Background: an optimization exercise with open tools, aiming at small area, a short achievable clock period and few clock cycles. Do not read the settings as production practice. At most, simulation tests tie the RTL to the original design; equivalence was not proved. No functional check of the RTL was part of run 2.

`flow/design.v`:
```
`timescale 1ns / 1ps
module MTX_MUL( MP, ready, m1, m2, load, clk );
	input[7:0] m1, m2;
	input load, clk;
	output[17:0] MP;
	output ready;
	reg [4:0] cnt;
	reg pl, run, rdy;
	wire [4:0] idx = ( load & ~pl ) ? 5'd0 : cnt;
	always @( posedge clk ) begin
		pl  <= load;
		cnt <= idx + 5'd1;
		run <= load | ( run & ( idx != 5'd31 ) );
		rdy <= run & ( idx >= 5'd15 ) & ( idx != 5'd31 );
	end
	reg [7:0] a [0:11];
	integer k;
	always @( posedge clk ) begin
		a[0] <= m1;
		for( k = 1; k < 12; k = k + 1 ) a[k] <= a[k-1];
	end
	reg [7:0] ar0, ar1, ar2, ar3;
	always @( posedge clk ) begin
		if( idx[1:0] == 2'b00 ) begin
			ar0 <= a[11];
			ar1 <= a[10];
		end
		if( idx[1:0] == 2'b01 ) begin
			ar2 <= a[10];
			ar3 <= a[9];
		end
	end
	reg [7:0] b0 [0:3];
	reg [7:0] b1 [0:3];
	reg [7:0] b2 [0:3];
	reg [7:0] b3 [0:3];
	always @( posedge clk ) begin
		b0[0] <= ( load && idx[3:2] == 2'd0 ) ? m2 : b0[3];
		b1[0] <= ( load && idx[3:2] == 2'd1 ) ? m2 : b1[3];
		b2[0] <= ( load && idx[3:2] == 2'd2 ) ? m2 : b2[3];
		b3[0] <= ( load && idx[3:2] == 2'd3 ) ? m2 : b3[3];
		for( k = 1; k < 4; k = k + 1 ) begin
			b0[k] <= b0[k-1];
			b1[k] <= b1[k-1];
			b2[k] <= b2[k-1];
			b3[k] <= b3[k-1];
		end
	end
	wire [7:0] b0t = b0[0];
	wire [7:0] b1t = b1[0];
	wire [7:0] b2t = b2[1];
	wire [7:0] b3t = b3[1];
	reg [16:0] cs1a, cs1b;
	reg [17:0] cs2a, cs2b;
	reg [17:0] mp;
	wire s1_1, s1_2, s1_3, s1_4, s1_5, s1_6, s1_7, s1_8, s1_9, s1_10, s1_11, s1_12, s1_13, s1_14, s1_15, s1_16, s1_17, s1_18, s1_19, s1_20, s1_21, s1_22, s1_23, s1_24, s1_25, s1_26, s1_27, s1_28, s1_29, s1_30, s1_31, s1_32, s1_33, s1_34, s1_35, s1_36, s1_37, s1_38, s1_39, s1_40, s1_41, s1_42, s1_43, s1_44, s1_45, s1_46, s1_47, s1_48, s1_49, s1_50, s1_51, s1_52, s1_53, s1_54, s1_55, s1_56, s1_57, s1_58, s1_59, s1_60, s1_61, s1_62, s1_63, s1_64, s1_65, s1_66, s1_67, s1_68, s1_69, s1_70, s1_71, s1_72, s1_73, s1_74, s1_75, s1_76, s1_77, s1_78, s1_79, s1_80, s1_81, s1_82, s1_83, s1_84, s1_85, s1_86, s1_87, s1_88, s1_89, s1_90, s1_91, s1_92, s1_93, s1_94, s1_95, s1_96, s1_97, s1_98, s1_99, s1_100, s1_101, s1_102, s1_103, s1_104, s1_105, s1_106, s1_107, s1_108, s1_109, s1_110, s1_111, s1_112, s1_113, s1_114, s1_115, s1_116, s1_117, s1_118, s1_119, s1_120, s1_121, s1_122, s1_123, s1_124, s1_125, s1_126, s1_127, s1_128, s1_129, s1_130, s1_131, s1_132, s1_133, s1_134, s1_135, s1_136, s1_137, s1_138, s1_139, s1_140, s1_141, s1_142, s1_143, s1_144, s1_145, s1_146, s1_147, s1_148, s1_149, s1_150, s1_151, s1_152, s1_153, s1_154, s1_155, s1_156, s1_157, s1_158, s1_159, s1_160, s1_161, s1_162, s1_163, s1_164, s1_165, s1_166, s1_167, s1_168, s1_169, s1_170, s1_171, s1_172, s1_173, s1_174, s1_175, s1_176, s1_177, s1_178, s1_179, s1_180, s1_181, s1_182, s1_183, s1_184, s1_185, s1_186, s1_187, s1_188, s1_189, s1_190, s1_191, s1_192, s1_193, s1_194, s1_195, s1_196, s1_197, s1_198, s1_199, s1_200, s1_201, s1_202, s1_203, s1_204, s1_205, s1_206, s1_207, s1_208, s1_209, s1_210;
	MTX_FA u_s1_1 ( .a( ~( ar0[0] & b0t[6] ) ), .b( ~( ar0[1] & b0t[5] ) ), .c( 1'b1 ), .s( s1_1 ), .co( s1_2 ) );
	MTX_FA u_s1_3 ( .a( ~( ar0[0] & b0t[7] ) ), .b( ~( ar0[1] & b0t[6] ) ), .c( ~( ar0[2] & b0t[5] ) ), .s( s1_3 ), .co( s1_4 ) );
	MTX_FA u_s1_5 ( .a( ~( ar0[3] & b0t[4] ) ), .b( ~( ar0[4] & b0t[3] ) ), .c( ~( ar0[5] & b0t[2] ) ), .s( s1_5 ), .co( s1_6 ) );
	MTX_FA u_s1_7 ( .a( ~( ar0[1] & b0t[7] ) ), .b( ~( ar0[2] & b0t[6] ) ), .c( ~( ar0[3] & b0t[5] ) ), .s( s1_7 ), .co( s1_8 ) );
	MTX_FA u_s1_9 ( .a( ~( ar0[4] & b0t[4] ) ), .b( ~( ar0[5] & b0t[3] ) ), .c( 1'b1 ), .s( s1_9 ), .co( s1_10 ) );
	MTX_FA u_s1_11 ( .a( ~( ar0[2] & b0t[7] ) ), .b( ~( ar0[3] & b0t[6] ) ), .c( 1'b1 ), .s( s1_11 ), .co( s1_12 ) );
	MTX_FA u_s1_13 ( .a( ~( ar0[0] & b0t[4] ) ), .b( ~( ar0[1] & b0t[3] ) ), .c( 1'b1 ), .s( s1_13 ), .co( s1_14 ) );
	MTX_FA u_s1_15 ( .a( ~( ar0[0] & b0t[5] ) ), .b( ~( ar0[1] & b0t[4] ) ), .c( ~( ar0[2] & b0t[3] ) ), .s( s1_15 ), .co( s1_16 ) );
	MTX_FA u_s1_17 ( .a( ~( ar0[3] & b0t[2] ) ), .b( ~( ar0[4] & b0t[1] ) ), .c( ~( ar0[5] & b0t[0] ) ), .s( s1_17 ), .co( s1_18 ) );
	MTX_FA u_s1_19 ( .a( ~( ar0[2] & b0t[4] ) ), .b( ~( ar0[3] & b0t[3] ) ), .c( ~( ar0[4] & b0t[2] ) ), .s( s1_19 ), .co( s1_20 ) );
	MTX_FA u_s1_21 ( .a( ~( ar0[5] & b0t[1] ) ), .b( ~( ar0[6] & b0t[0] ) ), .c( ~( ar1[0] & b1t[6] ) ), .s( s1_21 ), .co( s1_22 ) );
	MTX_FA u_s1_23 ( .a( ~( ar1[1] & b1t[5] ) ), .b( ~( ar1[2] & b1t[4] ) ), .c( ~( ar1[3] & b1t[3] ) ), .s( s1_23 ), .co( s1_24 ) );
	MTX_FA u_s1_25 ( .a( ~( ar0[6] & b0t[1] ) ), .b( ~( ar0[7] & b0t[0] ) ), .c( ~( ar1[0] & b1t[7] ) ), .s( s1_25 ), .co( s1_26 ) );
	MTX_FA u_s1_27 ( .a( ~( ar1[1] & b1t[6] ) ), .b( ~( ar1[2] & b1t[5] ) ), .c( ~( ar1[3] & b1t[4] ) ), .s( s1_27 ), .co( s1_28 ) );
	MTX_FA u_s1_29 ( .a( ~( ar1[4] & b1t[3] ) ), .b( ~( ar1[5] & b1t[2] ) ), .c( ~( ar1[6] & b1t[1] ) ), .s( s1_29 ), .co( s1_30 ) );
	MTX_FA u_s1_31 ( .a( ~( ar1[7] & b1t[0] ) ), .b( s1_2 ), .c( 1'b1 ), .s( s1_31 ), .co( s1_32 ) );
	MTX_FA u_s1_33 ( .a( ~( ar0[6] & b0t[2] ) ), .b( ~( ar0[7] & b0t[1] ) ), .c( ~( ar1[1] & b1t[7] ) ), .s( s1_33 ), .co( s1_34 ) );
	MTX_FA u_s1_35 ( .a( ~( ar1[2] & b1t[6] ) ), .b( ~( ar1[3] & b1t[5] ) ), .c( ~( ar1[4] & b1t[4] ) ), .s( s1_35 ), .co( s1_36 ) );
	MTX_FA u_s1_37 ( .a( ~( ar1[5] & b1t[3] ) ), .b( ~( ar1[6] & b1t[2] ) ), .c( ~( ar1[7] & b1t[1] ) ), .s( s1_37 ), .co( s1_38 ) );
	MTX_FA u_s1_39 ( .a( s1_4 ), .b( s1_6 ), .c( s1_7 ), .s( s1_39 ), .co( s1_40 ) );
	MTX_FA u_s1_41 ( .a( ~( ar0[4] & b0t[5] ) ), .b( ~( ar0[5] & b0t[4] ) ), .c( ~( ar0[6] & b0t[3] ) ), .s( s1_41 ), .co( s1_42 ) );
	MTX_FA u_s1_43 ( .a( ~( ar0[7] & b0t[2] ) ), .b( ~( ar1[2] & b1t[7] ) ), .c( ~( ar1[3] & b1t[6] ) ), .s( s1_43 ), .co( s1_44 ) );
	MTX_FA u_s1_45 ( .a( ~( ar1[4] & b1t[5] ) ), .b( ~( ar1[5] & b1t[4] ) ), .c( ~( ar1[6] & b1t[3] ) ), .s( s1_45 ), .co( s1_46 ) );
	MTX_FA u_s1_47 ( .a( ~( ar1[7] & b1t[2] ) ), .b( s1_10 ), .c( s1_11 ), .s( s1_47 ), .co( s1_48 ) );
	MTX_FA u_s1_49 ( .a( ~( ar0[3] & b0t[7] ) ), .b( ~( ar0[4] & b0t[6] ) ), .c( ~( ar0[5] & b0t[5] ) ), .s( s1_49 ), .co( s1_50 ) );
	MTX_FA u_s1_51 ( .a( ~( ar0[6] & b0t[4] ) ), .b( ~( ar0[7] & b0t[3] ) ), .c( ~( ar1[3] & b1t[7] ) ), .s( s1_51 ), .co( s1_52 ) );
	MTX_FA u_s1_53 ( .a( ~( ar1[4] & b1t[6] ) ), .b( ~( ar1[5] & b1t[5] ) ), .c( ~( ar1[6] & b1t[4] ) ), .s( s1_53 ), .co( s1_54 ) );
	MTX_FA u_s1_55 ( .a( ~( ar0[4] & b0t[7] ) ), .b( ~( ar0[5] & b0t[6] ) ), .c( ~( ar0[6] & b0t[5] ) ), .s( s1_55 ), .co( s1_56 ) );
	MTX_FA u_s1_57 ( .a( ~( ar0[0] & b0t[3] ) ), .b( ~( ar0[1] & b0t[2] ) ), .c( ~( ar0[2] & b0t[1] ) ), .s( s1_57 ), .co( s1_58 ) );
	MTX_FA u_s1_59 ( .a( ~( ar0[2] & b0t[2] ) ), .b( ~( ar0[3] & b0t[1] ) ), .c( ~( ar0[4] & b0t[0] ) ), .s( s1_59 ), .co( s1_60 ) );
	MTX_FA u_s1_61 ( .a( ~( ar1[0] & b1t[4] ) ), .b( ~( ar1[1] & b1t[3] ) ), .c( ~( ar1[2] & b1t[2] ) ), .s( s1_61 ), .co( s1_62 ) );
	MTX_FA u_s1_63 ( .a( ~( ar1[0] & b1t[5] ) ), .b( ~( ar1[1] & b1t[4] ) ), .c( ~( ar1[2] & b1t[3] ) ), .s( s1_63 ), .co( s1_64 ) );
	MTX_FA u_s1_65 ( .a( ~( ar1[3] & b1t[2] ) ), .b( ~( ar1[4] & b1t[1] ) ), .c( ~( ar1[5] & b1t[0] ) ), .s( s1_65 ), .co( s1_66 ) );
	MTX_FA u_s1_67 ( .a( s1_14 ), .b( s1_15 ), .c( 1'b1 ), .s( s1_67 ), .co( s1_68 ) );
	MTX_FA u_s1_69 ( .a( ~( ar1[4] & b1t[2] ) ), .b( ~( ar1[5] & b1t[1] ) ), .c( ~( ar1[6] & b1t[0] ) ), .s( s1_69 ), .co( s1_70 ) );
	MTX_FA u_s1_71 ( .a( s1_1 ), .b( s1_16 ), .c( s1_18 ), .s( s1_71 ), .co( s1_72 ) );
	MTX_FA u_s1_73 ( .a( s1_19 ), .b( s1_21 ), .c( s1_23 ), .s( s1_73 ), .co( s1_74 ) );
	MTX_FA u_s1_75 ( .a( s1_20 ), .b( s1_22 ), .c( s1_24 ), .s( s1_75 ), .co( s1_76 ) );
	MTX_FA u_s1_77 ( .a( s1_25 ), .b( s1_27 ), .c( s1_29 ), .s( s1_77 ), .co( s1_78 ) );
	MTX_FA u_s1_79 ( .a( s1_3 ), .b( s1_5 ), .c( s1_31 ), .s( s1_79 ), .co( s1_80 ) );
	MTX_FA u_s1_81 ( .a( s1_26 ), .b( s1_28 ), .c( s1_30 ), .s( s1_81 ), .co( s1_82 ) );
	MTX_FA u_s1_83 ( .a( s1_33 ), .b( s1_35 ), .c( s1_37 ), .s( s1_83 ), .co( s1_84 ) );
	MTX_FA u_s1_85 ( .a( s1_9 ), .b( s1_32 ), .c( s1_39 ), .s( s1_85 ), .co( s1_86 ) );
	MTX_FA u_s1_87 ( .a( s1_34 ), .b( s1_36 ), .c( s1_38 ), .s( s1_87 ), .co( s1_88 ) );
	MTX_FA u_s1_89 ( .a( s1_41 ), .b( s1_43 ), .c( s1_45 ), .s( s1_89 ), .co( s1_90 ) );
	MTX_FA u_s1_91 ( .a( s1_8 ), .b( s1_40 ), .c( s1_47 ), .s( s1_91 ), .co( s1_92 ) );
	MTX_FA u_s1_93 ( .a( ~( ar1[7] & b1t[3] ) ), .b( s1_12 ), .c( s1_42 ), .s( s1_93 ), .co( s1_94 ) );
	MTX_FA u_s1_95 ( .a( s1_44 ), .b( s1_46 ), .c( s1_49 ), .s( s1_95 ), .co( s1_96 ) );
	MTX_FA u_s1_97 ( .a( s1_51 ), .b( s1_53 ), .c( s1_48 ), .s( s1_97 ), .co( s1_98 ) );
	MTX_FA u_s1_99 ( .a( ~( ar0[7] & b0t[4] ) ), .b( ~( ar1[4] & b1t[7] ) ), .c( ~( ar1[5] & b1t[6] ) ), .s( s1_99 ), .co( s1_100 ) );
	MTX_FA u_s1_101 ( .a( ~( ar1[6] & b1t[5] ) ), .b( ~( ar1[7] & b1t[4] ) ), .c( s1_50 ), .s( s1_101 ), .co( s1_102 ) );
	MTX_FA u_s1_103 ( .a( s1_52 ), .b( s1_54 ), .c( s1_55 ), .s( s1_103 ), .co( s1_104 ) );
	MTX_FA u_s1_105 ( .a( ~( ar0[5] & b0t[7] ) ), .b( ~( ar0[6] & b0t[6] ) ), .c( ~( ar0[7] & b0t[5] ) ), .s( s1_105 ), .co( s1_106 ) );
	MTX_FA u_s1_107 ( .a( ~( ar1[5] & b1t[7] ) ), .b( ~( ar1[6] & b1t[6] ) ), .c( ~( ar1[7] & b1t[5] ) ), .s( s1_107 ), .co( s1_108 ) );
	MTX_FA u_s1_109 ( .a( ~( ar0[0] & b0t[2] ) ), .b( ~( ar0[1] & b0t[1] ) ), .c( ~( ar0[2] & b0t[0] ) ), .s( s1_109 ), .co( s1_110 ) );
	MTX_FA u_s1_111 ( .a( ~( ar0[3] & b0t[0] ) ), .b( ~( ar1[0] & b1t[3] ) ), .c( ~( ar1[1] & b1t[2] ) ), .s( s1_111 ), .co( s1_112 ) );
	MTX_FA u_s1_113 ( .a( ~( ar1[2] & b1t[1] ) ), .b( ~( ar1[3] & b1t[0] ) ), .c( 1'b1 ), .s( s1_113 ), .co( s1_114 ) );
	MTX_FA u_s1_115 ( .a( ~( ar1[3] & b1t[1] ) ), .b( ~( ar1[4] & b1t[0] ) ), .c( s1_13 ), .s( s1_115 ), .co( s1_116 ) );
	MTX_FA u_s1_117 ( .a( s1_58 ), .b( s1_59 ), .c( s1_61 ), .s( s1_117 ), .co( s1_118 ) );
	MTX_FA u_s1_119 ( .a( s1_17 ), .b( s1_60 ), .c( s1_62 ), .s( s1_119 ), .co( s1_120 ) );
	MTX_FA u_s1_121 ( .a( s1_63 ), .b( s1_65 ), .c( s1_67 ), .s( s1_121 ), .co( s1_122 ) );
	MTX_FA u_s1_123 ( .a( s1_64 ), .b( s1_66 ), .c( s1_69 ), .s( s1_123 ), .co( s1_124 ) );
	MTX_FA u_s1_125 ( .a( s1_68 ), .b( s1_71 ), .c( s1_73 ), .s( s1_125 ), .co( s1_126 ) );
	MTX_FA u_s1_127 ( .a( s1_70 ), .b( s1_72 ), .c( s1_74 ), .s( s1_127 ), .co( s1_128 ) );
	MTX_FA u_s1_129 ( .a( s1_75 ), .b( s1_77 ), .c( s1_79 ), .s( s1_129 ), .co( s1_130 ) );
	MTX_FA u_s1_131 ( .a( s1_76 ), .b( s1_78 ), .c( s1_81 ), .s( s1_131 ), .co( s1_132 ) );
	MTX_FA u_s1_133 ( .a( s1_83 ), .b( s1_80 ), .c( s1_85 ), .s( s1_133 ), .co( s1_134 ) );
	MTX_FA u_s1_135 ( .a( s1_82 ), .b( s1_84 ), .c( s1_87 ), .s( s1_135 ), .co( s1_136 ) );
	MTX_FA u_s1_137 ( .a( s1_89 ), .b( s1_86 ), .c( s1_91 ), .s( s1_137 ), .co( s1_138 ) );
	MTX_FA u_s1_139 ( .a( s1_88 ), .b( s1_90 ), .c( s1_93 ), .s( s1_139 ), .co( s1_140 ) );
	MTX_FA u_s1_141 ( .a( s1_95 ), .b( s1_92 ), .c( s1_97 ), .s( s1_141 ), .co( s1_142 ) );
	MTX_FA u_s1_143 ( .a( s1_99 ), .b( s1_101 ), .c( s1_103 ), .s( s1_143 ), .co( s1_144 ) );
	MTX_FA u_s1_145 ( .a( s1_94 ), .b( s1_96 ), .c( s1_98 ), .s( s1_145 ), .co( s1_146 ) );
	MTX_FA u_s1_147 ( .a( s1_100 ), .b( s1_105 ), .c( s1_107 ), .s( s1_147 ), .co( s1_148 ) );
	MTX_FA u_s1_149 ( .a( s1_56 ), .b( s1_102 ), .c( s1_104 ), .s( s1_149 ), .co( s1_150 ) );
	MTX_FA u_s1_151 ( .a( ~( ar0[6] & b0t[7] ) ), .b( ~( ar0[7] & b0t[6] ) ), .c( ~( ar1[6] & b1t[7] ) ), .s( s1_151 ), .co( s1_152 ) );
	MTX_FA u_s1_153 ( .a( ~( ar1[7] & b1t[6] ) ), .b( s1_106 ), .c( s1_108 ), .s( s1_153 ), .co( s1_154 ) );
	MTX_FA u_s1_155 ( .a( ~( ar0[0] & b0t[1] ) ), .b( ~( ar0[1] & b0t[0] ) ), .c( 1'b1 ), .s( s1_155 ), .co( s1_156 ) );
	MTX_FA u_s1_157 ( .a( ~( ar1[0] & b1t[2] ) ), .b( ~( ar1[1] & b1t[1] ) ), .c( ~( ar1[2] & b1t[0] ) ), .s( s1_157 ), .co( s1_158 ) );
	MTX_FA u_s1_159 ( .a( s1_110 ), .b( s1_111 ), .c( s1_113 ), .s( s1_159 ), .co( s1_160 ) );
	MTX_FA u_s1_161 ( .a( s1_112 ), .b( s1_114 ), .c( s1_115 ), .s( s1_161 ), .co( s1_162 ) );
	MTX_FA u_s1_163 ( .a( s1_116 ), .b( s1_118 ), .c( s1_119 ), .s( s1_163 ), .co( s1_164 ) );
	MTX_FA u_s1_165 ( .a( s1_120 ), .b( s1_123 ), .c( s1_122 ), .s( s1_165 ), .co( s1_166 ) );
	MTX_FA u_s1_167 ( .a( s1_124 ), .b( s1_126 ), .c( s1_127 ), .s( s1_167 ), .co( s1_168 ) );
	MTX_FA u_s1_169 ( .a( s1_128 ), .b( s1_131 ), .c( s1_130 ), .s( s1_169 ), .co( s1_170 ) );
	MTX_FA u_s1_171 ( .a( s1_132 ), .b( s1_135 ), .c( s1_134 ), .s( s1_171 ), .co( s1_172 ) );
	MTX_FA u_s1_173 ( .a( s1_136 ), .b( s1_139 ), .c( s1_138 ), .s( s1_173 ), .co( s1_174 ) );
	MTX_FA u_s1_175 ( .a( s1_140 ), .b( s1_143 ), .c( s1_142 ), .s( s1_175 ), .co( s1_176 ) );
	MTX_FA u_s1_177 ( .a( s1_147 ), .b( s1_144 ), .c( s1_149 ), .s( s1_177 ), .co( s1_178 ) );
	MTX_FA u_s1_179 ( .a( s1_151 ), .b( s1_148 ), .c( s1_153 ), .s( s1_179 ), .co( s1_180 ) );
	MTX_FA u_s1_181 ( .a( ~( ar0[7] & b0t[7] ) ), .b( ~( ar1[7] & b1t[7] ) ), .c( s1_152 ), .s( s1_181 ), .co( s1_182 ) );
	MTX_FA u_s1_183 ( .a( ~( ar1[0] & b1t[1] ) ), .b( ~( ar1[1] & b1t[0] ) ), .c( 1'b1 ), .s( s1_183 ), .co( s1_184 ) );
	MTX_FA u_s1_185 ( .a( s1_109 ), .b( s1_156 ), .c( s1_157 ), .s( s1_185 ), .co( s1_186 ) );
	MTX_FA u_s1_187 ( .a( s1_158 ), .b( s1_57 ), .c( s1_159 ), .s( s1_187 ), .co( s1_188 ) );
	MTX_FA u_s1_189 ( .a( s1_117 ), .b( s1_160 ), .c( s1_161 ), .s( s1_189 ), .co( s1_190 ) );
	MTX_FA u_s1_191 ( .a( s1_121 ), .b( s1_162 ), .c( s1_163 ), .s( s1_191 ), .co( s1_192 ) );
	MTX_FA u_s1_193 ( .a( s1_125 ), .b( s1_164 ), .c( s1_165 ), .s( s1_193 ), .co( s1_194 ) );
	MTX_FA u_s1_195 ( .a( s1_129 ), .b( s1_166 ), .c( s1_167 ), .s( s1_195 ), .co( s1_196 ) );
	MTX_FA u_s1_197 ( .a( s1_133 ), .b( s1_168 ), .c( s1_169 ), .s( s1_197 ), .co( s1_198 ) );
	MTX_FA u_s1_199 ( .a( s1_137 ), .b( s1_170 ), .c( s1_171 ), .s( s1_199 ), .co( s1_200 ) );
	MTX_FA u_s1_201 ( .a( s1_141 ), .b( s1_172 ), .c( s1_173 ), .s( s1_201 ), .co( s1_202 ) );
	MTX_FA u_s1_203 ( .a( s1_145 ), .b( s1_174 ), .c( s1_175 ), .s( s1_203 ), .co( s1_204 ) );
	MTX_FA u_s1_205 ( .a( s1_146 ), .b( s1_177 ), .c( s1_176 ), .s( s1_205 ), .co( s1_206 ) );
	MTX_FA u_s1_207 ( .a( s1_150 ), .b( s1_179 ), .c( s1_178 ), .s( s1_207 ), .co( s1_208 ) );
	MTX_FA u_s1_209 ( .a( s1_154 ), .b( s1_181 ), .c( s1_180 ), .s( s1_209 ), .co( s1_210 ) );
	wire [16:0] s1a = { 1'b1, s1_182, s1_209, s1_207, s1_205, s1_203, s1_201, s1_199, s1_197, s1_195, s1_193, s1_191, s1_189, s1_187, s1_185, s1_155, ~( ar0[0] & b0t[0] ) };
	wire [16:0] s1b = { 1'b1, s1_210, s1_208, s1_206, s1_204, s1_202, s1_200, s1_198, s1_196, s1_194, s1_192, s1_190, s1_188, s1_186, s1_184, s1_183, ~( ar1[0] & b1t[0] ) };
	wire s2_1, s2_2, s2_3, s2_4, s2_5, s2_6, s2_7, s2_8, s2_9, s2_10, s2_11, s2_12, s2_13, s2_14, s2_15, s2_16, s2_17, s2_18, s2_19, s2_20, s2_21, s2_22, s2_23, s2_24, s2_25, s2_26, s2_27, s2_28, s2_29, s2_30, s2_31, s2_32, s2_33, s2_34, s2_35, s2_36, s2_37, s2_38, s2_39, s2_40, s2_41, s2_42, s2_43, s2_44, s2_45, s2_46, s2_47, s2_48, s2_49, s2_50, s2_51, s2_52, s2_53, s2_54, s2_55, s2_56, s2_57, s2_58, s2_59, s2_60, s2_61, s2_62, s2_63, s2_64, s2_65, s2_66, s2_67, s2_68, s2_69, s2_70, s2_71, s2_72, s2_73, s2_74, s2_75, s2_76, s2_77, s2_78, s2_79, s2_80, s2_81, s2_82, s2_83, s2_84, s2_85, s2_86, s2_87, s2_88, s2_89, s2_90, s2_91, s2_92, s2_93, s2_94, s2_95, s2_96, s2_97, s2_98, s2_99, s2_100, s2_101, s2_102, s2_103, s2_104, s2_105, s2_106, s2_107, s2_108, s2_109, s2_110, s2_111, s2_112, s2_113, s2_114, s2_115, s2_116, s2_117, s2_118, s2_119, s2_120, s2_121, s2_122, s2_123, s2_124, s2_125, s2_126, s2_127, s2_128, s2_129, s2_130, s2_131, s2_132, s2_133, s2_134, s2_135, s2_136, s2_137, s2_138, s2_139, s2_140, s2_141, s2_142, s2_143, s2_144, s2_145, s2_146, s2_147, s2_148, s2_149, s2_150, s2_151, s2_152, s2_153, s2_154, s2_155, s2_156, s2_157, s2_158, s2_159, s2_160, s2_161, s2_162, s2_163, s2_164, s2_165, s2_166, s2_167, s2_168, s2_169, s2_170, s2_171, s2_172, s2_173, s2_174, s2_175, s2_176, s2_177, s2_178, s2_179, s2_180, s2_181, s2_182, s2_183, s2_184, s2_185, s2_186, s2_187, s2_188, s2_189, s2_190, s2_191, s2_192, s2_193, s2_194, s2_195, s2_196, s2_197, s2_198, s2_199, s2_200, s2_201, s2_202, s2_203, s2_204, s2_205, s2_206, s2_207, s2_208, s2_209, s2_210, s2_211, s2_212, s2_213, s2_214, s2_215, s2_216, s2_217, s2_218, s2_219, s2_220, s2_221, s2_222, s2_223, s2_224, s2_225, s2_226, s2_227, s2_228, s2_229, s2_230, s2_231, s2_232, s2_233, s2_234, s2_235, s2_236, s2_237, s2_238, s2_239, s2_240, s2_241, s2_242, s2_243, s2_244, s2_245, s2_246, s2_247, s2_248, s2_249, s2_250, s2_251, s2_252, s2_253, s2_254, s2_255, s2_256, s2_257, s2_258, s2_259, s2_260, s2_261, s2_262, s2_263, s2_264, s2_265, s2_266, s2_267, s2_268, s2_269, s2_270, s2_271, s2_272, s2_273, s2_274;
	MTX_FA u_s2_1 ( .a( cs1a[5] ), .b( cs1b[5] ), .c( 1'b1 ), .s( s2_1 ), .co( s2_2 ) );
	MTX_FA u_s2_3 ( .a( cs1a[6] ), .b( cs1b[6] ), .c( ~( ar2[0] & b2t[6] ) ), .s( s2_3 ), .co( s2_4 ) );
	MTX_FA u_s2_5 ( .a( ~( ar2[1] & b2t[5] ) ), .b( ~( ar2[2] & b2t[4] ) ), .c( ~( ar2[3] & b2t[3] ) ), .s( s2_5 ), .co( s2_6 ) );
	MTX_FA u_s2_7 ( .a( cs1a[7] ), .b( cs1b[7] ), .c( ~( ar2[0] & b2t[7] ) ), .s( s2_7 ), .co( s2_8 ) );
	MTX_FA u_s2_9 ( .a( ~( ar2[1] & b2t[6] ) ), .b( ~( ar2[2] & b2t[5] ) ), .c( ~( ar2[3] & b2t[4] ) ), .s( s2_9 ), .co( s2_10 ) );
	MTX_FA u_s2_11 ( .a( ~( ar2[4] & b2t[3] ) ), .b( ~( ar2[5] & b2t[2] ) ), .c( ~( ar2[6] & b2t[1] ) ), .s( s2_11 ), .co( s2_12 ) );
	MTX_FA u_s2_13 ( .a( ~( ar2[7] & b2t[0] ) ), .b( ~( ar3[0] & b3t[7] ) ), .c( 1'b1 ), .s( s2_13 ), .co( s2_14 ) );
	MTX_FA u_s2_15 ( .a( cs1a[8] ), .b( cs1b[8] ), .c( ~( ar2[1] & b2t[7] ) ), .s( s2_15 ), .co( s2_16 ) );
	MTX_FA u_s2_17 ( .a( ~( ar2[2] & b2t[6] ) ), .b( ~( ar2[3] & b2t[5] ) ), .c( ~( ar2[4] & b2t[4] ) ), .s( s2_17 ), .co( s2_18 ) );
	MTX_FA u_s2_19 ( .a( ~( ar2[5] & b2t[3] ) ), .b( ~( ar2[6] & b2t[2] ) ), .c( ~( ar2[7] & b2t[1] ) ), .s( s2_19 ), .co( s2_20 ) );
	MTX_FA u_s2_21 ( .a( ~( ar3[1] & b3t[7] ) ), .b( ~( ar3[2] & b3t[6] ) ), .c( 1'b1 ), .s( s2_21 ), .co( s2_22 ) );
	MTX_FA u_s2_23 ( .a( cs1a[9] ), .b( cs1b[9] ), .c( ~( ar2[2] & b2t[7] ) ), .s( s2_23 ), .co( s2_24 ) );
	MTX_FA u_s2_25 ( .a( ~( ar2[3] & b2t[6] ) ), .b( ~( ar2[4] & b2t[5] ) ), .c( ~( ar2[5] & b2t[4] ) ), .s( s2_25 ), .co( s2_26 ) );
	MTX_FA u_s2_27 ( .a( ~( ar2[6] & b2t[3] ) ), .b( ~( ar2[7] & b2t[2] ) ), .c( 1'b1 ), .s( s2_27 ), .co( s2_28 ) );
	MTX_FA u_s2_29 ( .a( cs1a[10] ), .b( cs1b[10] ), .c( ~( ar2[3] & b2t[7] ) ), .s( s2_29 ), .co( s2_30 ) );
	MTX_FA u_s2_31 ( .a( cs1a[3] ), .b( cs1b[3] ), .c( 1'b1 ), .s( s2_31 ), .co( s2_32 ) );
	MTX_FA u_s2_33 ( .a( cs1a[4] ), .b( cs1b[4] ), .c( ~( ar2[0] & b2t[4] ) ), .s( s2_33 ), .co( s2_34 ) );
	MTX_FA u_s2_35 ( .a( ~( ar2[1] & b2t[3] ) ), .b( ~( ar2[2] & b2t[2] ) ), .c( ~( ar2[3] & b2t[1] ) ), .s( s2_35 ), .co( s2_36 ) );
	MTX_FA u_s2_37 ( .a( ~( ar2[0] & b2t[5] ) ), .b( ~( ar2[1] & b2t[4] ) ), .c( ~( ar2[2] & b2t[3] ) ), .s( s2_37 ), .co( s2_38 ) );
	MTX_FA u_s2_39 ( .a( ~( ar2[3] & b2t[2] ) ), .b( ~( ar2[4] & b2t[1] ) ), .c( ~( ar2[5] & b2t[0] ) ), .s( s2_39 ), .co( s2_40 ) );
	MTX_FA u_s2_41 ( .a( ~( ar3[0] & b3t[5] ) ), .b( ~( ar3[1] & b3t[4] ) ), .c( ~( ar3[2] & b3t[3] ) ), .s( s2_41 ), .co( s2_42 ) );
	MTX_FA u_s2_43 ( .a( ~( ar2[4] & b2t[2] ) ), .b( ~( ar2[5] & b2t[1] ) ), .c( ~( ar2[6] & b2t[0] ) ), .s( s2_43 ), .co( s2_44 ) );
	MTX_FA u_s2_45 ( .a( ~( ar3[0] & b3t[6] ) ), .b( ~( ar3[1] & b3t[5] ) ), .c( ~( ar3[2] & b3t[4] ) ), .s( s2_45 ), .co( s2_46 ) );
	MTX_FA u_s2_47 ( .a( ~( ar3[3] & b3t[3] ) ), .b( ~( ar3[4] & b3t[2] ) ), .c( ~( ar3[5] & b3t[1] ) ), .s( s2_47 ), .co( s2_48 ) );
	MTX_FA u_s2_49 ( .a( ~( ar3[6] & b3t[0] ) ), .b( s2_2 ), .c( 1'b1 ), .s( s2_49 ), .co( s2_50 ) );
	MTX_FA u_s2_51 ( .a( ~( ar3[1] & b3t[6] ) ), .b( ~( ar3[2] & b3t[5] ) ), .c( ~( ar3[3] & b3t[4] ) ), .s( s2_51 ), .co( s2_52 ) );
	MTX_FA u_s2_53 ( .a( ~( ar3[4] & b3t[3] ) ), .b( ~( ar3[5] & b3t[2] ) ), .c( ~( ar3[6] & b3t[1] ) ), .s( s2_53 ), .co( s2_54 ) );
	MTX_FA u_s2_55 ( .a( ~( ar3[7] & b3t[0] ) ), .b( s2_11 ), .c( s2_13 ), .s( s2_55 ), .co( s2_56 ) );
	MTX_FA u_s2_57 ( .a( s2_4 ), .b( s2_6 ), .c( s2_7 ), .s( s2_57 ), .co( s2_58 ) );
	MTX_FA u_s2_59 ( .a( ~( ar3[3] & b3t[5] ) ), .b( ~( ar3[4] & b3t[4] ) ), .c( ~( ar3[5] & b3t[3] ) ), .s( s2_59 ), .co( s2_60 ) );
	MTX_FA u_s2_61 ( .a( ~( ar3[6] & b3t[2] ) ), .b( ~( ar3[7] & b3t[1] ) ), .c( s2_10 ), .s( s2_61 ), .co( s2_62 ) );
	MTX_FA u_s2_63 ( .a( s2_12 ), .b( s2_14 ), .c( s2_15 ), .s( s2_63 ), .co( s2_64 ) );
	MTX_FA u_s2_65 ( .a( s2_17 ), .b( s2_19 ), .c( s2_21 ), .s( s2_65 ), .co( s2_66 ) );
	MTX_FA u_s2_67 ( .a( ~( ar3[2] & b3t[7] ) ), .b( ~( ar3[3] & b3t[6] ) ), .c( ~( ar3[4] & b3t[5] ) ), .s( s2_67 ), .co( s2_68 ) );
	MTX_FA u_s2_69 ( .a( ~( ar3[5] & b3t[4] ) ), .b( ~( ar3[6] & b3t[3] ) ), .c( ~( ar3[7] & b3t[2] ) ), .s( s2_69 ), .co( s2_70 ) );
	MTX_FA u_s2_71 ( .a( s2_16 ), .b( s2_18 ), .c( s2_20 ), .s( s2_71 ), .co( s2_72 ) );
	MTX_FA u_s2_73 ( .a( s2_22 ), .b( s2_23 ), .c( s2_25 ), .s( s2_73 ), .co( s2_74 ) );
	MTX_FA u_s2_75 ( .a( ~( ar2[4] & b2t[6] ) ), .b( ~( ar2[5] & b2t[5] ) ), .c( ~( ar2[6] & b2t[4] ) ), .s( s2_75 ), .co( s2_76 ) );
	MTX_FA u_s2_77 ( .a( ~( ar2[7] & b2t[3] ) ), .b( ~( ar3[3] & b3t[7] ) ), .c( ~( ar3[4] & b3t[6] ) ), .s( s2_77 ), .co( s2_78 ) );
	MTX_FA u_s2_79 ( .a( ~( ar3[5] & b3t[5] ) ), .b( ~( ar3[6] & b3t[4] ) ), .c( ~( ar3[7] & b3t[3] ) ), .s( s2_79 ), .co( s2_80 ) );
	MTX_FA u_s2_81 ( .a( s2_24 ), .b( s2_26 ), .c( s2_28 ), .s( s2_81 ), .co( s2_82 ) );
	MTX_FA u_s2_83 ( .a( cs1a[11] ), .b( cs1b[11] ), .c( ~( ar2[4] & b2t[7] ) ), .s( s2_83 ), .co( s2_84 ) );
	MTX_FA u_s2_85 ( .a( ~( ar2[5] & b2t[6] ) ), .b( ~( ar2[6] & b2t[5] ) ), .c( ~( ar2[7] & b2t[4] ) ), .s( s2_85 ), .co( s2_86 ) );
	MTX_FA u_s2_87 ( .a( ~( ar3[4] & b3t[7] ) ), .b( ~( ar3[5] & b3t[6] ) ), .c( ~( ar3[6] & b3t[5] ) ), .s( s2_87 ), .co( s2_88 ) );
	MTX_FA u_s2_89 ( .a( cs1a[12] ), .b( cs1b[12] ), .c( ~( ar2[5] & b2t[7] ) ), .s( s2_89 ), .co( s2_90 ) );
	MTX_FA u_s2_91 ( .a( cs1a[2] ), .b( cs1b[2] ), .c( ~( ar2[0] & b2t[2] ) ), .s( s2_91 ), .co( s2_92 ) );
	MTX_FA u_s2_93 ( .a( ~( ar2[0] & b2t[3] ) ), .b( ~( ar2[1] & b2t[2] ) ), .c( ~( ar2[2] & b2t[1] ) ), .s( s2_93 ), .co( s2_94 ) );
	MTX_FA u_s2_95 ( .a( ~( ar2[3] & b2t[0] ) ), .b( ~( ar3[0] & b3t[3] ) ), .c( ~( ar3[1] & b3t[2] ) ), .s( s2_95 ), .co( s2_96 ) );
	MTX_FA u_s2_97 ( .a( ~( ar2[4] & b2t[0] ) ), .b( ~( ar3[0] & b3t[4] ) ), .c( ~( ar3[1] & b3t[3] ) ), .s( s2_97 ), .co( s2_98 ) );
	MTX_FA u_s2_99 ( .a( ~( ar3[2] & b3t[2] ) ), .b( ~( ar3[3] & b3t[1] ) ), .c( ~( ar3[4] & b3t[0] ) ), .s( s2_99 ), .co( s2_100 ) );
	MTX_FA u_s2_101 ( .a( s2_32 ), .b( s2_33 ), .c( 1'b1 ), .s( s2_101 ), .co( s2_102 ) );
	MTX_FA u_s2_103 ( .a( ~( ar3[3] & b3t[2] ) ), .b( ~( ar3[4] & b3t[1] ) ), .c( ~( ar3[5] & b3t[0] ) ), .s( s2_103 ), .co( s2_104 ) );
	MTX_FA u_s2_105 ( .a( s2_1 ), .b( s2_34 ), .c( s2_36 ), .s( s2_105 ), .co( s2_106 ) );
	MTX_FA u_s2_107 ( .a( s2_37 ), .b( s2_39 ), .c( s2_41 ), .s( s2_107 ), .co( s2_108 ) );
	MTX_FA u_s2_109 ( .a( s2_3 ), .b( s2_38 ), .c( s2_40 ), .s( s2_109 ), .co( s2_110 ) );
	MTX_FA u_s2_111 ( .a( s2_42 ), .b( s2_43 ), .c( s2_45 ), .s( s2_111 ), .co( s2_112 ) );
	MTX_FA u_s2_113 ( .a( s2_47 ), .b( s2_5 ), .c( s2_49 ), .s( s2_113 ), .co( s2_114 ) );
	MTX_FA u_s2_115 ( .a( s2_44 ), .b( s2_46 ), .c( s2_48 ), .s( s2_115 ), .co( s2_116 ) );
	MTX_FA u_s2_117 ( .a( s2_51 ), .b( s2_53 ), .c( s2_9 ), .s( s2_117 ), .co( s2_118 ) );
	MTX_FA u_s2_119 ( .a( s2_50 ), .b( s2_55 ), .c( s2_57 ), .s( s2_119 ), .co( s2_120 ) );
	MTX_FA u_s2_121 ( .a( s2_52 ), .b( s2_54 ), .c( s2_59 ), .s( s2_121 ), .co( s2_122 ) );
	MTX_FA u_s2_123 ( .a( s2_8 ), .b( s2_56 ), .c( s2_58 ), .s( s2_123 ), .co( s2_124 ) );
	MTX_FA u_s2_125 ( .a( s2_61 ), .b( s2_63 ), .c( s2_65 ), .s( s2_125 ), .co( s2_126 ) );
	MTX_FA u_s2_127 ( .a( s2_27 ), .b( s2_60 ), .c( s2_67 ), .s( s2_127 ), .co( s2_128 ) );
	MTX_FA u_s2_129 ( .a( s2_69 ), .b( s2_62 ), .c( s2_64 ), .s( s2_129 ), .co( s2_130 ) );
	MTX_FA u_s2_131 ( .a( s2_66 ), .b( s2_71 ), .c( s2_73 ), .s( s2_131 ), .co( s2_132 ) );
	MTX_FA u_s2_133 ( .a( s2_29 ), .b( s2_68 ), .c( s2_70 ), .s( s2_133 ), .co( s2_134 ) );
	MTX_FA u_s2_135 ( .a( s2_75 ), .b( s2_77 ), .c( s2_79 ), .s( s2_135 ), .co( s2_136 ) );
	MTX_FA u_s2_137 ( .a( s2_72 ), .b( s2_74 ), .c( s2_81 ), .s( s2_137 ), .co( s2_138 ) );
	MTX_FA u_s2_139 ( .a( ~( ar3[7] & b3t[4] ) ), .b( s2_30 ), .c( s2_76 ), .s( s2_139 ), .co( s2_140 ) );
	MTX_FA u_s2_141 ( .a( s2_78 ), .b( s2_80 ), .c( s2_83 ), .s( s2_141 ), .co( s2_142 ) );
	MTX_FA u_s2_143 ( .a( s2_85 ), .b( s2_87 ), .c( s2_82 ), .s( s2_143 ), .co( s2_144 ) );
	MTX_FA u_s2_145 ( .a( ~( ar2[6] & b2t[6] ) ), .b( ~( ar2[7] & b2t[5] ) ), .c( ~( ar3[5] & b3t[7] ) ), .s( s2_145 ), .co( s2_146 ) );
	MTX_FA u_s2_147 ( .a( ~( ar3[6] & b3t[6] ) ), .b( ~( ar3[7] & b3t[5] ) ), .c( s2_84 ), .s( s2_147 ), .co( s2_148 ) );
	MTX_FA u_s2_149 ( .a( s2_86 ), .b( s2_88 ), .c( s2_89 ), .s( s2_149 ), .co( s2_150 ) );
	MTX_FA u_s2_151 ( .a( cs1a[13] ), .b( cs1b[13] ), .c( ~( ar2[6] & b2t[7] ) ), .s( s2_151 ), .co( s2_152 ) );
	MTX_FA u_s2_153 ( .a( ~( ar2[7] & b2t[6] ) ), .b( ~( ar3[6] & b3t[7] ) ), .c( ~( ar3[7] & b3t[6] ) ), .s( s2_153 ), .co( s2_154 ) );
	MTX_FA u_s2_155 ( .a( cs1a[1] ), .b( cs1b[1] ), .c( ~( ar2[0] & b2t[1] ) ), .s( s2_155 ), .co( s2_156 ) );
	MTX_FA u_s2_157 ( .a( ~( ar2[1] & b2t[1] ) ), .b( ~( ar2[2] & b2t[0] ) ), .c( ~( ar3[0] & b3t[2] ) ), .s( s2_157 ), .co( s2_158 ) );
	MTX_FA u_s2_159 ( .a( ~( ar3[1] & b3t[1] ) ), .b( ~( ar3[2] & b3t[0] ) ), .c( 1'b1 ), .s( s2_159 ), .co( s2_160 ) );
	MTX_FA u_s2_161 ( .a( ~( ar3[2] & b3t[1] ) ), .b( ~( ar3[3] & b3t[0] ) ), .c( s2_31 ), .s( s2_161 ), .co( s2_162 ) );
	MTX_FA u_s2_163 ( .a( s2_92 ), .b( s2_93 ), .c( s2_95 ), .s( s2_163 ), .co( s2_164 ) );
	MTX_FA u_s2_165 ( .a( s2_35 ), .b( s2_94 ), .c( s2_96 ), .s( s2_165 ), .co( s2_166 ) );
	MTX_FA u_s2_167 ( .a( s2_97 ), .b( s2_99 ), .c( s2_101 ), .s( s2_167 ), .co( s2_168 ) );
	MTX_FA u_s2_169 ( .a( s2_100 ), .b( s2_103 ), .c( s2_98 ), .s( s2_169 ), .co( s2_170 ) );
	MTX_FA u_s2_171 ( .a( s2_102 ), .b( s2_105 ), .c( s2_107 ), .s( s2_171 ), .co( s2_172 ) );
	MTX_FA u_s2_173 ( .a( s2_104 ), .b( s2_106 ), .c( s2_108 ), .s( s2_173 ), .co( s2_174 ) );
	MTX_FA u_s2_175 ( .a( s2_109 ), .b( s2_111 ), .c( s2_113 ), .s( s2_175 ), .co( s2_176 ) );
	MTX_FA u_s2_177 ( .a( s2_110 ), .b( s2_112 ), .c( s2_115 ), .s( s2_177 ), .co( s2_178 ) );
	MTX_FA u_s2_179 ( .a( s2_117 ), .b( s2_114 ), .c( s2_119 ), .s( s2_179 ), .co( s2_180 ) );
	MTX_FA u_s2_181 ( .a( s2_116 ), .b( s2_118 ), .c( s2_121 ), .s( s2_181 ), .co( s2_182 ) );
	MTX_FA u_s2_183 ( .a( s2_120 ), .b( s2_123 ), .c( s2_125 ), .s( s2_183 ), .co( s2_184 ) );
	MTX_FA u_s2_185 ( .a( s2_122 ), .b( s2_127 ), .c( s2_124 ), .s( s2_185 ), .co( s2_186 ) );
	MTX_FA u_s2_187 ( .a( s2_126 ), .b( s2_129 ), .c( s2_131 ), .s( s2_187 ), .co( s2_188 ) );
	MTX_FA u_s2_189 ( .a( s2_128 ), .b( s2_133 ), .c( s2_135 ), .s( s2_189 ), .co( s2_190 ) );
	MTX_FA u_s2_191 ( .a( s2_130 ), .b( s2_132 ), .c( s2_137 ), .s( s2_191 ), .co( s2_192 ) );
	MTX_FA u_s2_193 ( .a( s2_134 ), .b( s2_136 ), .c( s2_139 ), .s( s2_193 ), .co( s2_194 ) );
	MTX_FA u_s2_195 ( .a( s2_141 ), .b( s2_138 ), .c( s2_143 ), .s( s2_195 ), .co( s2_196 ) );
	MTX_FA u_s2_197 ( .a( s2_145 ), .b( s2_140 ), .c( s2_142 ), .s( s2_197 ), .co( s2_198 ) );
	MTX_FA u_s2_199 ( .a( s2_147 ), .b( s2_149 ), .c( s2_144 ), .s( s2_199 ), .co( s2_200 ) );
	MTX_FA u_s2_201 ( .a( s2_146 ), .b( s2_151 ), .c( s2_153 ), .s( s2_201 ), .co( s2_202 ) );
	MTX_FA u_s2_203 ( .a( s2_90 ), .b( s2_148 ), .c( s2_150 ), .s( s2_203 ), .co( s2_204 ) );
	MTX_FA u_s2_205 ( .a( cs1a[14] ), .b( cs1b[14] ), .c( ~( ar2[7] & b2t[7] ) ), .s( s2_205 ), .co( s2_206 ) );
	MTX_FA u_s2_207 ( .a( ~( ar3[7] & b3t[7] ) ), .b( s2_152 ), .c( s2_154 ), .s( s2_207 ), .co( s2_208 ) );
	MTX_FA u_s2_209 ( .a( cs1a[0] ), .b( cs1b[0] ), .c( 1'b1 ), .s( s2_209 ), .co( s2_210 ) );
	MTX_FA u_s2_211 ( .a( ~( ar2[1] & b2t[0] ) ), .b( ~( ar3[0] & b3t[1] ) ), .c( ~( ar3[1] & b3t[0] ) ), .s( s2_211 ), .co( s2_212 ) );
	MTX_FA u_s2_213 ( .a( s2_156 ), .b( s2_157 ), .c( s2_159 ), .s( s2_213 ), .co( s2_214 ) );
	MTX_FA u_s2_215 ( .a( s2_158 ), .b( s2_160 ), .c( s2_161 ), .s( s2_215 ), .co( s2_216 ) );
	MTX_FA u_s2_217 ( .a( s2_162 ), .b( s2_164 ), .c( s2_165 ), .s( s2_217 ), .co( s2_218 ) );
	MTX_FA u_s2_219 ( .a( s2_166 ), .b( s2_169 ), .c( s2_168 ), .s( s2_219 ), .co( s2_220 ) );
	MTX_FA u_s2_221 ( .a( s2_170 ), .b( s2_172 ), .c( s2_173 ), .s( s2_221 ), .co( s2_222 ) );
	MTX_FA u_s2_223 ( .a( s2_174 ), .b( s2_177 ), .c( s2_176 ), .s( s2_223 ), .co( s2_224 ) );
	MTX_FA u_s2_225 ( .a( s2_178 ), .b( s2_181 ), .c( s2_180 ), .s( s2_225 ), .co( s2_226 ) );
	MTX_FA u_s2_227 ( .a( s2_182 ), .b( s2_184 ), .c( s2_185 ), .s( s2_227 ), .co( s2_228 ) );
	MTX_FA u_s2_229 ( .a( s2_189 ), .b( s2_186 ), .c( s2_188 ), .s( s2_229 ), .co( s2_230 ) );
	MTX_FA u_s2_231 ( .a( s2_190 ), .b( s2_193 ), .c( s2_192 ), .s( s2_231 ), .co( s2_232 ) );
	MTX_FA u_s2_233 ( .a( s2_194 ), .b( s2_197 ), .c( s2_196 ), .s( s2_233 ), .co( s2_234 ) );
	MTX_FA u_s2_235 ( .a( s2_201 ), .b( s2_198 ), .c( s2_203 ), .s( s2_235 ), .co( s2_236 ) );
	MTX_FA u_s2_237 ( .a( s2_205 ), .b( s2_202 ), .c( s2_207 ), .s( s2_237 ), .co( s2_238 ) );
	MTX_FA u_s2_239 ( .a( cs1a[15] ), .b( cs1b[15] ), .c( s2_206 ), .s( s2_239 ), .co( s2_240 ) );
	MTX_FA u_s2_241 ( .a( ~( ar2[0] & b2t[0] ) ), .b( ~( ar3[0] & b3t[0] ) ), .c( 1'b1 ), .s( s2_241 ), .co( s2_242 ) );
	MTX_FA u_s2_243 ( .a( s2_155 ), .b( s2_210 ), .c( s2_211 ), .s( s2_243 ), .co( s2_244 ) );
	MTX_FA u_s2_245 ( .a( s2_212 ), .b( s2_91 ), .c( s2_213 ), .s( s2_245 ), .co( s2_246 ) );
	MTX_FA u_s2_247 ( .a( s2_163 ), .b( s2_214 ), .c( s2_215 ), .s( s2_247 ), .co( s2_248 ) );
	MTX_FA u_s2_249 ( .a( s2_167 ), .b( s2_216 ), .c( s2_217 ), .s( s2_249 ), .co( s2_250 ) );
	MTX_FA u_s2_251 ( .a( s2_171 ), .b( s2_218 ), .c( s2_219 ), .s( s2_251 ), .co( s2_252 ) );
	MTX_FA u_s2_253 ( .a( s2_175 ), .b( s2_220 ), .c( s2_221 ), .s( s2_253 ), .co( s2_254 ) );
	MTX_FA u_s2_255 ( .a( s2_179 ), .b( s2_222 ), .c( s2_223 ), .s( s2_255 ), .co( s2_256 ) );
	MTX_FA u_s2_257 ( .a( s2_183 ), .b( s2_224 ), .c( s2_225 ), .s( s2_257 ), .co( s2_258 ) );
	MTX_FA u_s2_259 ( .a( s2_187 ), .b( s2_226 ), .c( s2_227 ), .s( s2_259 ), .co( s2_260 ) );
	MTX_FA u_s2_261 ( .a( s2_191 ), .b( s2_228 ), .c( s2_229 ), .s( s2_261 ), .co( s2_262 ) );
	MTX_FA u_s2_263 ( .a( s2_195 ), .b( s2_230 ), .c( s2_231 ), .s( s2_263 ), .co( s2_264 ) );
	MTX_FA u_s2_265 ( .a( s2_199 ), .b( s2_232 ), .c( s2_233 ), .s( s2_265 ), .co( s2_266 ) );
	MTX_FA u_s2_267 ( .a( s2_200 ), .b( s2_235 ), .c( s2_234 ), .s( s2_267 ), .co( s2_268 ) );
	MTX_FA u_s2_269 ( .a( s2_204 ), .b( s2_237 ), .c( s2_236 ), .s( s2_269 ), .co( s2_270 ) );
	MTX_FA u_s2_271 ( .a( s2_208 ), .b( s2_239 ), .c( s2_238 ), .s( s2_271 ), .co( s2_272 ) );
	MTX_FA u_s2_273 ( .a( cs1a[16] ), .b( cs1b[16] ), .c( s2_240 ), .s( s2_273 ), .co( s2_274 ) );
	wire [17:0] s2a = { s2_274, s2_273, s2_271, s2_269, s2_267, s2_265, s2_263, s2_261, s2_259, s2_257, s2_255, s2_253, s2_251, s2_249, s2_247, s2_245, s2_243, s2_209 };
	wire [17:0] s2b = { 1'b1, s2_272, s2_270, s2_268, s2_266, s2_264, s2_262, s2_260, s2_258, s2_256, s2_254, s2_252, s2_250, s2_248, s2_246, s2_244, s2_242, s2_241 };
	always @( posedge clk ) begin
		cs1a <= s1a;
		cs1b <= s1b;
		cs2a <= s2a;
		cs2b <= s2b;
		mp <= ~( cs2a + cs2b + 18'd1 );
	end
	assign ready = rdy & ~load;
	assign MP = mp;
endmodule
module MTX_FA( a, b, c, s, co );
	input a, b, c;
	output s, co;
	assign s = a ^ b ^ c;
	assign co = ( a & b ) | ( a & c ) | ( b & c );
endmodule
module MTX_HAN( a, b, s, co );
	input a, b;
	output s, co;
	assign s = ~( a ^ b );
	assign co = a | b;
endmodule
```
`flow/run.sh`:
```
#!/bin/bash
# synth_recipe.tcl (not shown) runs the flow's synth.tcl, then flattens the netlist and writes it again
# the make line also repeats each setting of config.mk as NAME=value (left out here)
make -C /OpenROAD-flow-scripts/flow DESIGN_CONFIG=/design/flow/config.mk WORK_HOME=/design/flow/orfs CLKGATE_MAP_FILE= SYNTH_SCRIPT=/design/flow/synth_recipe.tcl finish
```
`flow/config.mk`:
```
export PLATFORM = sky130hd
export DESIGN_NAME = MTX_MUL
export DESIGN_NICKNAME = MTX_MUL
export VERILOG_FILES = /design/flow/design.v
export SDC_FILE = /design/flow/constraint.sdc
export NUM_CORES = 4
export LEC_CHECK = 0
export ABC_CLOCK_PERIOD_IN_PS = 4000
export CAP_MARGIN = 20
export CORE_MARGIN = 2
export CORE_UTILIZATION = 75
export CTS_BUF_LIST = sky130_fd_sc_hd__clkbuf_8
export CTS_CLUSTER_DIAMETER = 50
export CTS_CLUSTER_SIZE = 20
export SETUP_SLACK_MARGIN = 5.0
export SLEW_MARGIN = 20
export SYNTH_HIERARCHICAL = 1
export SYNTH_MINIMUM_KEEP_SIZE = 0
```
`flow/constraint.sdc`:
```
create_clock -name core_clock -period 9.0 [get_ports {clk}]
set_input_delay 1.8000 -clock core_clock [delete_from_list [all_inputs] [get_ports {clk}]]
set_output_delay 1.8000 -clock core_clock [all_outputs]
set_load 0.01 [all_outputs]
```
==> results of run 1 <==
-- routing by layer --
metal  GRT usage, %  up-vias
li1               -     3404
met1          35.76     4031
met2          49.39      337
met3          4.801       99
met4          15.69        0
met5              0        -
-- cells in the final DEF, fill, tap and decap left out, types with 16 or more instances in the layout --
cell / instances
dfxtp_1: 317
nand2_1: 268
fa_1: 243
clkdlybuf4s50_1: 34
mux2_2: 32
edfxtp_1: 32
clkbuf_8: 28
ha_1: 22
conb_1: 21
inv_1: 16
-- state kept, by name, indices dropped and copies added (netlist names) --
name / cells
a: 96
ar0: 8
ar1: 8
ar2: 8
ar3: 8
b0: 32
b1: 32
b2: 32
b3: 32
cnt: 5
cs1a: 16
cs1b: 16
cs2a: 18
cs2b: 17
mp: 18
pl: 1
rdy: 1
run: 1
-- per-stage QoR --
stage	utilization (%)	setup WS [ns]	std cells
finish	81.62	5.030	1386
global route	81.62	5.004	1386
CTS	81.62	5.027	1386
detailed placement	78.75	4.179	1339
global placement	78.75	4.207	1339
floorplan	-	5.064	1107
-- area by class of cell --
type	instances	area, um2	share of cell area (%)
inverter	10	37.54	0.2371
tap	265	331.6	2.094
clock buffer	28	385.4	2.434
timing repair buffer	36	350.3	2.213
multi-input combinational	679	7239	45.72
clock inverter	19	182.7	1.154
sequential	349	7307	46.15
-- final timing paths --
kind	slack, ns	from	to
hold reg to reg	0.31	b0[2][1]	b0[3][1]
setup reg to reg	5.20	b2[1][5]	cs2a[9]
hold / removal	0.31	b0[2][1]	b0[3][1]
setup / recovery	5.03	load	ready
-- kinds of logic (layout without fill, tap and decap cells) --
group,after synthesis,in the layout,share of synthesized area (%)
buffers and inverters,79,93,2.025
AOI/OAI and AO/OA,46,46,2.253
xor gates and xnor gates,15,15,0.8895
and+or+nand+nor,299,299,8.031
other,1,21,0.02539
DFF,349,349,49.47
adders and majority gates,265,265,34.80
muxes,33,33,2.507
-- repair_timing --
item                       in CTS  in global routing
setup endpoints to repair       1                  0
hold endpoints to repair        0                  0
gates resized for setup         8                  0
-- per-module statistics from Yosys (local to each module, per instance) --
module | cell area [um2] | times used | flops+latches | cells inside
MTX_FA | 20.02 | 242 | 0 | 1
MTX_MUL | 9926 | 1 | 349 | 845
-- critical path: stages --
cell	delay, ns
buf_2	0.14
nor2b_1	0.10
buf_2	0.13
==> impl_metrics.env, run 1 <==
export IMPL_synth_edf_count=32
export IMPL_crit_fanout=8
export IMPL_async_flop_share_pct=0
export IMPL_relSlewSlack_pct=44.45
export IMPL_min_period_ns=3.970
export IMPL_ys_ff_latch=349
export IMPL_final_antenna_net_count=0
export IMPL_fmax_mhz=251.9
export IMPL_synth_most_common_cell="dfxtp_1"
export IMPL_routed_via_density=5.679
export IMPL_netlist_area_um2=14770
export IMPL_cts_root_buf="clkbuf_8"
export IMPL_setup_violations_final=0
export IMPL_clock_latency_ns=0.62
export IMPL_synthCells=1087
export IMPL_drt_wirelength_per_cell_um=20.02
export IMPL_insertedDiodeCount=0
export IMPL_hold_path_class="reg2reg"
export IMPL_grt_pass1_wl_um=44460
export IMPL_endpoint_kind="output port"
export IMPL_cts_buffer_depth=3
export IMPL_critPathKind="in2out"
export IMPL_yosys_warnings=12
export IMPL_wirelength_um=27750
export IMPL_synth_sequential_area_ratio_pct=49.47
export IMPL_tightest_slew_ns=0.8332
export IMPL_rsz0062_at_grt="no"
export IMPL_drtIter0Drc=583
export IMPL_synth_area_leaders="dfxtp_1 43%, fa_1 33%, nand2_1 6.8%"
export IMPL_fill_cells=1117
export IMPL_htree_levels=1
export IMPL_die_area_um2=20830
export IMPL_start_kind="input port"
export IMPL_hold_buffers=0
export IMPL_drt_met1_wl_um=10360
export IMPL_cts_setup_buffers=0
export IMPL_fin_skew_ns=0.04993
export IMPL_die_w_um=144.3
export IMPL_core_area_um2=19400
export IMPL_fin_setup_tns_ns=0
export IMPL_fin_area_um2=15830
export IMPL_wl_met2_um=14100
export IMPL_fin_crit_sh_pct=44.11
export IMPL_post_dp_hpwl_um=21130
export IMPL_met3WireLength_um=1579
export IMPL_synth_commonest_cells="317 x dfxtp_1, 268 x nand2_1, 243 x fa_1, 67 x clkbuf_1"
export IMPL_slew_violations=0
export IMPL_die_height_um=144.3
export IMPL_antenna_found_initial=0
export IMPL_hold_ws_ns=0.3126
export IMPL_dpl_instance_area_um2=15280
export IMPL_gp_congestion=0.8887
export IMPL_grt_usage_pct=28.95
export IMPL_synth_top_area_share_pct=42.96
export IMPL_clock_sinks=349
export IMPL_port_buffers=36
export IMPL_area_growth_pct=7.200
export IMPL_synth_top_cell_by_area="dfxtp_1"
export IMPL_worst_ep_arrival_time_ns=2.17
export IMPL_row_count=51
export IMPL_drc_errors=0
export IMPL_cts_buffers=27
export IMPL_highest_layer="met4"
export IMPL_io_pins=37
export IMPL_synth_distinct_cells=43
export IMPL_grt_pass1_vias=8685
export IMPL_worstRegToRegCells=7
export IMPL_drv_cap=0
export IMPL_required_ns=7.20
export IMPL_final_hold_viol_count=0
export IMPL_vias=7871
export IMPL_first_pass_iters=6
export IMPL_grt_max_degree=22
export IMPL_outcome="no timing/DRC/antenna violations"
export IMPL_cts_tree="built"
export IMPL_num_nets_final=1386
export IMPL_drive_above_1_share_pct=7.226
export IMPL_syn_area_per_cell_um2=13.59
export IMPL_clk_pin_slew_ns=0.11
export IMPL_whs_path_depth=0
export IMPL_start_util_pct=76.14
export IMPL_grt_overflow=0
export IMPL_ys_flop_type="dfxtp_1"
Testbench counts, summed over its fixed seeds: cycles 6,144.
==> inputs of run 2 (changes only) <==
--- a/flow/design.v
+++ b/flow/design.v
@@ -5,13 +5,13 @@
 	output[17:0] MP;
 	output ready;
 	reg [4:0] cnt;
-	reg pl, run, rdy;
+	reg pl, run, rdyn;
 	wire [4:0] idx = ( load & ~pl ) ? 5'd0 : cnt;
 	always @( posedge clk ) begin
 		pl  <= load;
 		cnt <= idx + 5'd1;
 		run <= load | ( run & ( idx != 5'd31 ) );
-		rdy <= run & ( idx >= 5'd15 ) & ( idx != 5'd31 );
+		rdyn <= ~( run & ( idx >= 5'd15 ) & ( idx != 5'd31 ) );
 	end
 	reg [7:0] a [0:11];
 	integer k;
@@ -308,7 +308,7 @@
 		cs2b <= s2b;
 		mp <= ~( cs2a + cs2b + 18'd1 );
 	end
-	assign ready = rdy & ~load;
+	assign ready = ~( rdyn | load );
 	assign MP = mp;
 endmodule
 module MTX_FA( a, b, c, s, co );
==> run 2 against run 1 <==
Largest cell class unchanged. Design area is 0.15% higher. Critical endpoint unchanged. First-iteration DRC count is 12% lower. Die area hardly changed. Critical path depth stayed put.
==> impl_metrics.env, run 2 <==
export IMPL_regMostFlops="a"
export IMPL_cpPeakStageDelay_ns=0.14
export IMPL_start_util_pct=76.12
export IMPL_row_count=51
export IMPL_final_hold_viol_count=0
export IMPL_grt_pass1_vias=8354
export IMPL_critPathSlowestCell="buf_2"
export IMPL_num_nets_final=1387
export IMPL_cp_common_cell="buf_2"
export IMPL_final_cells=1389
export IMPL_synth_edf_count=32
export IMPL_tightest_slew_ns=0.8607
export IMPL_synth_top_cell_by_area="dfxtp_1"
export IMPL_crit_fanout=8
export IMPL_dp_slack_ns=4.192
export IMPL_synth_distinct_cells=44
export IMPL_htree_levels=1
export IMPL_grt_max_degree=22
export IMPL_min_period_ns=3.954
export IMPL_cts_buffer_depth=3
export IMPL_synth_commonest_cells="317 x dfxtp_1, 268 x nand2_1, 243 x fa_1, 66 x clkbuf_1"
export IMPL_gp_congestion=0.8873
export IMPL_clock_sinks=349
export IMPL_dp_cells=1339
export IMPL_cts_buffers=28
export IMPL_endpoint_kind="output port"
export IMPL_first_pass_iters=5
export IMPL_fin_setup_tns_ns=0
export IMPL_min_from="b2[2][3]"
export IMPL_io_pins=37
export IMPL_relSlewSlack_pct=42.31
export IMPL_drv_cap=0
export IMPL_die_w_um=144.3
export IMPL_hold_ws_ns=0.3270
export IMPL_worst_ep_arrival_time_ns=2.15
export IMPL_post_dp_hpwl_um=20190
export IMPL_area_growth_pct=7.398
export IMPL_port_buffers=36
export IMPL_wirelength_um=26550
export IMPL_netlist_area_um2=14770
export IMPL_fill_cells=1079
export IMPL_final_common_cell="dfxtp_1"
export IMPL_synth_fa_ha_area_share_pct=34.81
export IMPL_core_area_um2=19400
export IMPL_synth_most_common_cell="dfxtp_1"
export IMPL_outcome="no timing/DRC/antenna violations"
export IMPL_critical_path_startpoint="load"
export IMPL_r2r_start="b2[1][6]"
export IMPL_final_cell_mix="317 x dfxtp_1, 268 x nand2_1, 243 x fa_1"
export IMPL_cts_tree="built"
export IMPL_synth_area_leaders="dfxtp_1 43%, fa_1 33%, nand2_1 6.8%"
export IMPL_rsz0062_at_grt="no"
export IMPL_syn_area_per_cell_um2=13.58
export IMPL_ys_ff_latch=349
export IMPL_synth_area_mux_share_pct=2.508
export IMPL_setup_violations_final=0
export IMPL_insertedDiodeCount=0
export IMPL_critPathKind="in2out"
export IMPL_fin_ws_ns=5.046
export IMPL_synthCells=1087
export IMPL_routed_via_density=5.577
export IMPL_final_util_pct=81.75
export IMPL_fin_skew_ns=0.02791
export IMPL_ff2ff_setup_slack_ns=5.22
export IMPL_hold_path_class="reg2reg"
export IMPL_fmax_mhz=252.9
export IMPL_yosys_warnings=12
export IMPL_path_cells="buf_2 -> nor2_1 -> buf_2"
export IMPL_largest_reg_flops=96
export IMPL_grt_pass1_wl_um=43030
export IMPL_async_flop_share_pct=0
export IMPL_grt_usage_pct=27.89
export IMPL_required_ns=7.20
export IMPL_fin_crit_sh_pct=43.93
export IMPL_antenna_found_initial=0
export IMPL_ys_flop_type="dfxtp_1"
export IMPL_synth_top_family_by_area="adder cells"
export IMPL_clk_pin_slew_ns=0.10
export IMPL_synth_compound_area_share_pct=2.330
export IMPL_drc_errors=0
export IMPL_drive_above_1_share_pct=7.473
export IMPL_synth_xor_area_share_pct=0.8898
export IMPL_synth_simple_area_share_pct=7.872
export IMPL_vias=7747
export IMPL_grt_overflow=0
export IMPL_die_height_um=144.3
export IMPL_drt_wirelength_per_cell_um=19.11
export IMPL_drtIter0Drc=515
export IMPL_cts_root_buf="clkbuf_8"
export IMPL_clock_latency_ns=0.59
export IMPL_die_area_um2=20830
export IMPL_final_antenna_net_count=0
export IMPL_synth_sequential_area_ratio_pct=49.49
export IMPL_slew_violations=0
export IMPL_synth_top_area_share_pct=42.98
export IMPL_start_kind="input port"
## run 2: cell types whose count changed after synthesis, sizes merged
cell / before / now
buf: 2 / 3
nand2b: 5 / 3
clkbuf: 67 / 66
nor2b: 1 / 0
inv: 10 / 12
a21oi: 11 / 10
a21o: 8 / 9
o311ai: 0 / 1
nand4b: 2 / 1
nor2: 5 / 6
## run 2: path summary, 6_finish.rpt
| kind | end | cells past startpoint |
|---|---|---|
| max | ready | 3 |
| min | b2[3][3] | 0 |
| max reg2reg | cs2a[9] | 7 |
| min reg2reg | b2[3][3] | 0 |
## run 2: repair_timing
action,CTS,global route
endpoints found under the setup margin,1,1
hold buffers,0,0
gates resized for setup,8,0
setup buffers,0,0
pin swaps,0,1
cloned,0,0
## run 2: per-stage QoR
step	instance area [um2]
2_1_floorplan	14840
3_3_place_gp	15270
3_5_place_dp	15270
4_1_cts	15860
5_1_grt	15860
6_report	15860
## run 2: critical path, delay by kind of cell
kind,cells,cell delay [ns]
buffers and inverters,2,0.27
AND/OR/NAND/NOR,1,0.08
## run 2: cell families after synthesis
logic type / Yosys count
AOI/OAI and AO/OA: 47
xor gates and xnor gates: 15
adders and majority gates: 265
buffers and inverters: 81
DFF: 349
muxes: 33
other: 1
and+or+nand+nor: 296
## run 2: layout make-up
class | count | area [um2] | area share, %
Tap cell | 265 | 331.6 | 2.091
Sequential cell | 349 | 7307 | 46.08
Clock buffer | 28 | 385.4 | 2.430
Inverter | 12 | 45.04 | 0.2840
Clock inverter | 22 | 211.5 | 1.333
Timing Repair Buffer | 36 | 350.3 | 2.209
Multi-Input combinational cell | 677 | 7227 | 45.57
## run 2: Yosys stat by module, one instance, submodules excluded
module | cells | times used | cell area, um2 | flip-flops and latches
MTX_MUL | 845 | 1 | 9921 | 349
MTX_FA | 1 | 242 | 20.02 | 0
## run 2: routing by layer
| layer | GRT usage, % | routed length (um) | up-vias |
|---|---|---|---|
| li1 | - | - | 3402 |
| met1 | 36.71 | 10350 | 3966 |
| met2 | 47.62 | 13590 | 294 |
| met3 | 3.874 | 1379 | 85 |
| met4 | 11.34 | 1219 | 0 |
| met5 | 0 | 0 | - |

==> separate check: timing with driven ports <==
The results above use ideal ports. As a check the final layouts listed here were re-extracted and re-timed, cells and wires unchanged. Step 1 (the two cells are an assumption about what drives the block):
set clk [get_ports {clk}]
set_driving_cell -lib_cell sky130_fd_sc_hd__clkbuf_16 $clk
set_driving_cell -lib_cell sky130_fd_sc_hd__buf_2 [delete_from_list [all_inputs] $clk]
Step 2, shift: input delay + t, output delay - t, t = (earliest + latest rising clock arrival at the registers) / 2. This alone moves slack from input paths to output paths. Three values: no drivers, after step 1, after step 2; two values: the first two.
| run | t (ns) | slack for setup (ns) | hold WS [ns] |
|---|---|---|---|
| run 1 | 0.633 | 5.030 / 5.009 / 5.009 | 0.313 / 0.313 / 0.313 |
| run 2 | 0.617 | 5.046 / 5.025 / 5.025 | 0.327 / 0.327 / 0.327 |
After both steps every run listed still meets setup and hold.
